What follows belongs to an exercise in optimizing a design on an open flow for small area; a production flow would make more cautious choices.
The RTL was checked by simulation tests, not by an equivalence proof against the original design.
Power is estimated from default activity; no workload was simulated.

Setup of indigo:
==> flow/design.v (excerpt) <==
module top(
      clk,
      rst,
      srx_c,
      srx_d,
      pwm_a,
      pwm_b,
      led1,
      led2,
      led3,
      led4,
      led5,
      led6,
      output_switch0,
      output_switch1,
      output_switch2,
      output_switch3,
      output0_from_A,
      output1_from_A,
      output2_from_A,
      output3_from_A,
      output0_from_B,
      output1_from_B,
      output2_from_B,
      output3_from_B,
      sw0,
      sw1,
      sw2,
      reset_CPUA_pad,
      reset_CPUB_pad,
      power_on_A_pad,
      power_on_B_pad,
      GPIO_A,
      GPIO_B
    );
==> flow/config.mk <==
export PLATFORM = sky130hd
export DESIGN_NAME = top
export DESIGN_NICKNAME = top
export VERILOG_FILES = /design/flow/design.v
export SDC_FILE = /design/flow/constraint.sdc
export NUM_CORES = 4
export LEC_CHECK = 0
export CAP_MARGIN = 5
export CORE_MARGIN = 2
export CORE_UTILIZATION = 65
export PLACE_DENSITY = 0.75
export SLEW_MARGIN = 5
==> flow/constraint.sdc <==
create_clock -name core_clock -period 8.0 [get_ports {clk}]
set_input_delay 1.6000 -clock core_clock [delete_from_list [all_inputs] [get_ports {clk}]]
set_output_delay 1.6000 -clock core_clock [all_outputs]
set_load 0.01 [all_outputs]
standard.sh (not shown) runs the stock make flow with config.mk's settings and CLKGATE_MAP_FILE= SYNTH_SCRIPT=/design/flow/synth_recipe.tcl, a recipe that flattens the netlist after the stock synthesis.
==> flow/flow/run.sh <==
#!/bin/bash
# Own layout flow: the standard flow (standard.sh) with two ORFS
# variables changed:
#   - port buffers use the smallest buffer cell (buf_1);
#   - clock tree: clkbuf_4 leaf clusters of at most 10 sinks, no dummy loads.
# Everything else (synthesis, floorplan, power grid, taps, routing) is the
# standard flow's. The full make output goes to flow_make.log here.
set -uo pipefail
bash standard.sh \
  "BUFFER_PORTS_ARGS=-buffer_cell sky130_fd_sc_hd__buf_1" \
  "CTS_ARGS=-sink_clustering_enable -repair_clock_nets -dont_use_dummy_load -buf_list sky130_fd_sc_hd__clkbuf_4 -sink_clustering_size 10 -sink_clustering_max_diameter 50" \
  finish > flow_make.log 2>&1
status=$?
tail -n 30 flow_make.log
exit $status
What delta does differently from indigo at the input level:
# indigo
export LEC_CHECK = 0
export CAP_MARGIN = 5
export CORE_MARGIN = 2
export CORE_UTILIZATION = 65
export PLACE_DENSITY = 0.75
export SLEW_MARGIN = 5
create_clock -name core_clock -period 8.0 [get_ports {clk}]
# delta
export LEC_CHECK = 0
export CAP_MARGIN = 20
export CORE_MARGIN = 2
export CORE_UTILIZATION = 65
export PLACE_DENSITY = 0.75
export SLEW_MARGIN = 20
create_clock -name core_clock -period 8.0 [get_ports {clk}]
==> comparison <==
Compared delta against indigo; internal power summed over all cells within noise.
Final area of indigo is on par with delta.
Relative to indigo, the switching power total measured on delta has decreased slightly.

* * *

Another version of the RTL of top (not shown whole).
Size in the first run: roughly 510 flip-flops, about 0.021 sq mm of cells after synthesis.
==> flow/config.mk <==
export PLATFORM = sky130hd
export DESIGN_NAME = top
export DESIGN_NICKNAME = top
export VERILOG_FILES = /design/flow/design.v
export SDC_FILE = /design/flow/constraint.sdc
export NUM_CORES = 4
export LEC_CHECK = 0
export CAP_MARGIN = 20
export CORE_MARGIN = 2
export CORE_UTILIZATION = 80
export PLACE_DENSITY = 0.88
export SLEW_MARGIN = 20
==> flow/constraint.sdc <==
create_clock -name core_clock -period 8.0 [get_ports {clk}]
set_input_delay 1.6000 -clock core_clock [delete_from_list [all_inputs] [get_ports {clk}]]
set_output_delay 1.6000 -clock core_clock [all_outputs]
set_load 0.01 [all_outputs]
Scripts as last shown in full above: flow/flow/run.sh
Rerun with:
Settings changed: CORE_UTILIZATION 80 to 65, PLACE_DENSITY 0.88 to 0.75.
Routed wire length went down by 3.1%.
Sequential cell count does not change.
Synthesized area does not change.
Clock-buffer cell count goes up by 1.
Clock power went up by about 4%.
First-iteration DRC count goes down by 37%.
Worst setup slack improved by 59 ps.
Sequential share of layout area goes down by 0.23 points.
Combinational power hardly moves.
Maximum frequency is higher by 1.4%.

* * *

top, a different RTL version from the one above (not shown whole).
For scale: roughly 1900 cells after synthesis, about 550 flip-flops, roughly 22000 um^2 of cells after synthesis.
export LEC_CHECK = 0
export CAP_MARGIN = 20
export CORE_MARGIN = 2
export CORE_UTILIZATION = 40
export PLACE_DENSITY = 0.6
export SLEW_MARGIN = 20
create_clock -name core_clock -period 8.0 [get_ports {clk}]
==> flow/flow/run.sh <==
#!/bin/bash
# Own layout flow: the standard flow (standard.sh) with two ORFS
# variables changed:
#   - port buffers use the smallest buffer cell (buf_1);
#   - clock tree: clkbuf_4 leaf clusters of at most 10 sinks, no dummy loads.
# Everything else (synthesis, floorplan, power grid, taps, routing) is the
# standard flow's. The full make output goes to flow_make.log here.
set -uo pipefail
bash standard.sh \
  "BUFFER_PORTS_ARGS=-buffer_cell sky130_fd_sc_hd__buf_1" \
  "CTS_ARGS=-sink_clustering_enable -repair_clock_nets -dont_use_dummy_load -buf_list sky130_fd_sc_hd__clkbuf_2 -sink_clustering_size 6 -sink_clustering_max_diameter 30" \
  finish > flow_make.log 2>&1
status=$?
tail -n 30 flow_make.log
exit $status
Then changed:
==> flow/run.sh (new file) <==
#!/bin/bash
# synth_recipe.tcl (not shown) runs the flow's synth.tcl, then flattens the netlist and writes it again
# the make line also repeats each setting of config.mk as NAME=value (left out here)
make -C /OpenROAD-flow-scripts/flow DESIGN_CONFIG=/design/flow/config.mk WORK_HOME=/design/flow/orfs CLKGATE_MAP_FILE= SYNTH_SCRIPT=/design/flow/synth_recipe.tcl finish
--- a/flow/config.mk
+++ b/flow/config.mk
@@ -10,2 +10,5 @@
 export CORE_UTILIZATION = 40
+export CTS_BUF_LIST = sky130_fd_sc_hd__clkbuf_4
+export CTS_CLUSTER_DIAMETER = 50
+export CTS_CLUSTER_SIZE = 8
 export PLACE_DENSITY = 0.6
removed: flow/flow/run.sh
removed: flow/standard.sh
Result: The changed run ran to the end with no violations. Area after synthesis does not change. Clock skew fell by 77 ps. Die area is unchanged.
Then changed:
==> flow/flow/run.sh (new file) <==
#!/bin/bash
# Own layout flow: the standard flow (standard.sh) with two ORFS
# variables changed:
#   - port buffers use the smallest buffer cell (buf_1);
#   - clock tree: clkbuf_4 leaf clusters of at most 10 sinks, no dummy loads.
# Everything else (synthesis, floorplan, power grid, taps, routing) is the
# standard flow's. The full make output goes to flow_make.log here.
set -uo pipefail
bash standard.sh \
  "BUFFER_PORTS_ARGS=-buffer_cell sky130_fd_sc_hd__buf_1" \
  "CTS_ARGS=-sink_clustering_enable -repair_clock_nets -dont_use_dummy_load -buf_list sky130_fd_sc_hd__clkbuf_8 -sink_clustering_size 16 -sink_clustering_max_diameter 40" \
  finish > flow_make.log 2>&1
status=$?
tail -n 30 flow_make.log
exit $status
==> flow/standard.sh (new file) <==
#!/bin/bash
# synth_recipe.tcl (not shown) runs the flow's synth.tcl, then flattens the netlist and writes it again
# the make line also repeats each setting of config.mk as NAME=value (left out here)
make -C /OpenROAD-flow-scripts/flow DESIGN_CONFIG=/design/flow/config.mk WORK_HOME=/design/flow/orfs CLKGATE_MAP_FILE= SYNTH_SCRIPT=/design/flow/synth_recipe.tcl "${@:-finish}"
--- a/flow/config.mk
+++ b/flow/config.mk
@@ -10,5 +10,2 @@
 export CORE_UTILIZATION = 40
-export CTS_BUF_LIST = sky130_fd_sc_hd__clkbuf_4
-export CTS_CLUSTER_DIAMETER = 50
-export CTS_CLUSTER_SIZE = 8
 export PLACE_DENSITY = 0.6
removed: flow/run.sh
What happened:
- non-clock buffer count came out lower by 1
- die area stays the same
- power stays flat
- worst hold slack gets worse by 28 ps
- utilization goes down by 1.2 points
- design area went down by 2.7%

* * *

top, a different RTL version from the one above (not shown whole).
Size: roughly 120 I/O pins, roughly 21000 µm² of cells after synthesis.
==> flow/config.mk <==
export PLATFORM = sky130hd
export DESIGN_NAME = top
export DESIGN_NICKNAME = top
export VERILOG_FILES = /design/flow/design.v
export SDC_FILE = /design/flow/constraint.sdc
export NUM_CORES = 4
export LEC_CHECK = 0
export CAP_MARGIN = 20
export CORE_MARGIN = 2
export CORE_UTILIZATION = 65
export PLACE_DENSITY = 0.75
export SLEW_MARGIN = 20
==> flow/constraint.sdc <==
create_clock -name core_clock -period 8.0 [get_ports {clk}]
set_input_delay 1.6000 -clock core_clock [delete_from_list [all_inputs] [get_ports {clk}]]
set_output_delay 1.6000 -clock core_clock [all_outputs]
set_load 0.01 [all_outputs]
==> flow/flow/run.sh <==
#!/bin/bash
# Own layout flow: the standard flow (standard.sh) with two ORFS
# variables changed:
#   - port buffers use the smallest buffer cell (buf_1);
#   - clock tree: clkbuf_4 leaf clusters of at most 10 sinks within 40 um,
#     no dummy loads.
# Everything else (synthesis, floorplan, power grid, taps, routing) is the
# standard flow's. The full make output goes to flow_make.log here.
set -uo pipefail
bash standard.sh \
  "BUFFER_PORTS_ARGS=-buffer_cell sky130_fd_sc_hd__buf_1" \
  "CTS_ARGS=-sink_clustering_enable -repair_clock_nets -dont_use_dummy_load -buf_list sky130_fd_sc_hd__clkbuf_4 -sink_clustering_size 10 -sink_clustering_max_diameter 40" \
  finish > flow_make.log 2>&1
status=$?
tail -n 30 flow_make.log
exit $status
The first run finished clean.
Then changed:
==> flow/flow/run.sh (replaced) <==
#!/bin/bash
# Own layout flow: the standard flow (standard.sh) with two ORFS
# variables changed:
#   - port buffers use the smallest buffer cell (buf_1);
#   - clock tree: clkbuf_4 leaf clusters of at most 10 sinks, no dummy loads.
# Everything else (synthesis, floorplan, power grid, taps, routing) is the
# standard flow's. The full make output goes to flow_make.log here.
set -uo pipefail
bash standard.sh \
  "BUFFER_PORTS_ARGS=-buffer_cell sky130_fd_sc_hd__buf_1" \
  "CTS_ARGS=-sink_clustering_enable -repair_clock_nets -dont_use_dummy_load -buf_list sky130_fd_sc_hd__clkbuf_4 -sink_clustering_size 9 -sink_clustering_max_diameter 50" \
  finish > flow_make.log 2>&1
status=$?
tail -n 30 flow_make.log
exit $status
After rerunning:
- The changed run completed without violations
- non-clock buffer count stays the same
- sequential share of layout area goes down by 0.12 points
- final area hardly moves
- register-to-register slack is worse by 20 ps
- first-iteration DRC count came out lower slightly
- maximum frequency decreases slightly
- setup slack gets worse by 16 ps
- core utilization rose by 0.14 points
- global-route usage goes up by 0.21 points
- wire length rises slightly
- critical path depth stays the same

-- port drivers added, routing unchanged --
The results above use ideal ports. As a check the final layouts listed here were re-extracted and re-timed, cells and wires unchanged. Step 1 sets driving cells, clkbuf_16 on the clock port and buf_2 on the other inputs (assumed; they add their load-dependent delay and slew). Step 2 also shifts input and output timing later by t, the mid clock arrival at the registers, as if the neighbouring blocks saw the same clock. Three values: no drivers, after step 1, after step 2; two values: the first two.
| run | t, ns | setup slack, ns | hold slack, ns | worst register clock-pin slew, ns |
|---|---|---|---|---|
| indigo | 0.814 | 3.817 / 3.817 / 3.817 | 0.365 / 0.365 / 0.365 | 0.11 / 0.11 |
| delta | 0.776 | 3.818 / 3.818 / 3.818 | 0.375 / 0.375 / 0.375 | 0.12 / 0.12 |
| the first run of note 2 | 0.744 | 3.847 / 3.847 / 3.847 | 0.351 / 0.351 / 0.351 | 0.11 / 0.11 |
| the second run of note 2 | 0.805 | 3.906 / 3.906 / 3.906 | 0.384 / 0.384 / 0.384 | 0.11 / 0.11 |
| the first run of note 3 | 1.095 | 3.683 / 3.683 / 3.683 | 0.309 / 0.309 / 0.309 | 0.12 / 0.12 |
| the second run of note 3 | 0.869 | 3.699 / 3.699 / 3.699 | 0.368 / 0.368 / 0.368 | 0.11 / 0.11 |
| the third run of note 3 | 0.676 | 3.678 / 3.678 / 3.678 | 0.341 / 0.341 / 0.341 | 0.09 / 0.09 |
| the first run of note 4 | 0.786 | 3.620 / 3.620 / 3.620 | 0.359 / 0.359 / 0.359 | 0.11 / 0.11 |
| the second run of note 4 | 0.732 | 3.604 / 3.604 / 3.604 | 0.375 / 0.375 / 0.375 | 0.11 / 0.11 |
After both steps every run listed still meets setup and hold.
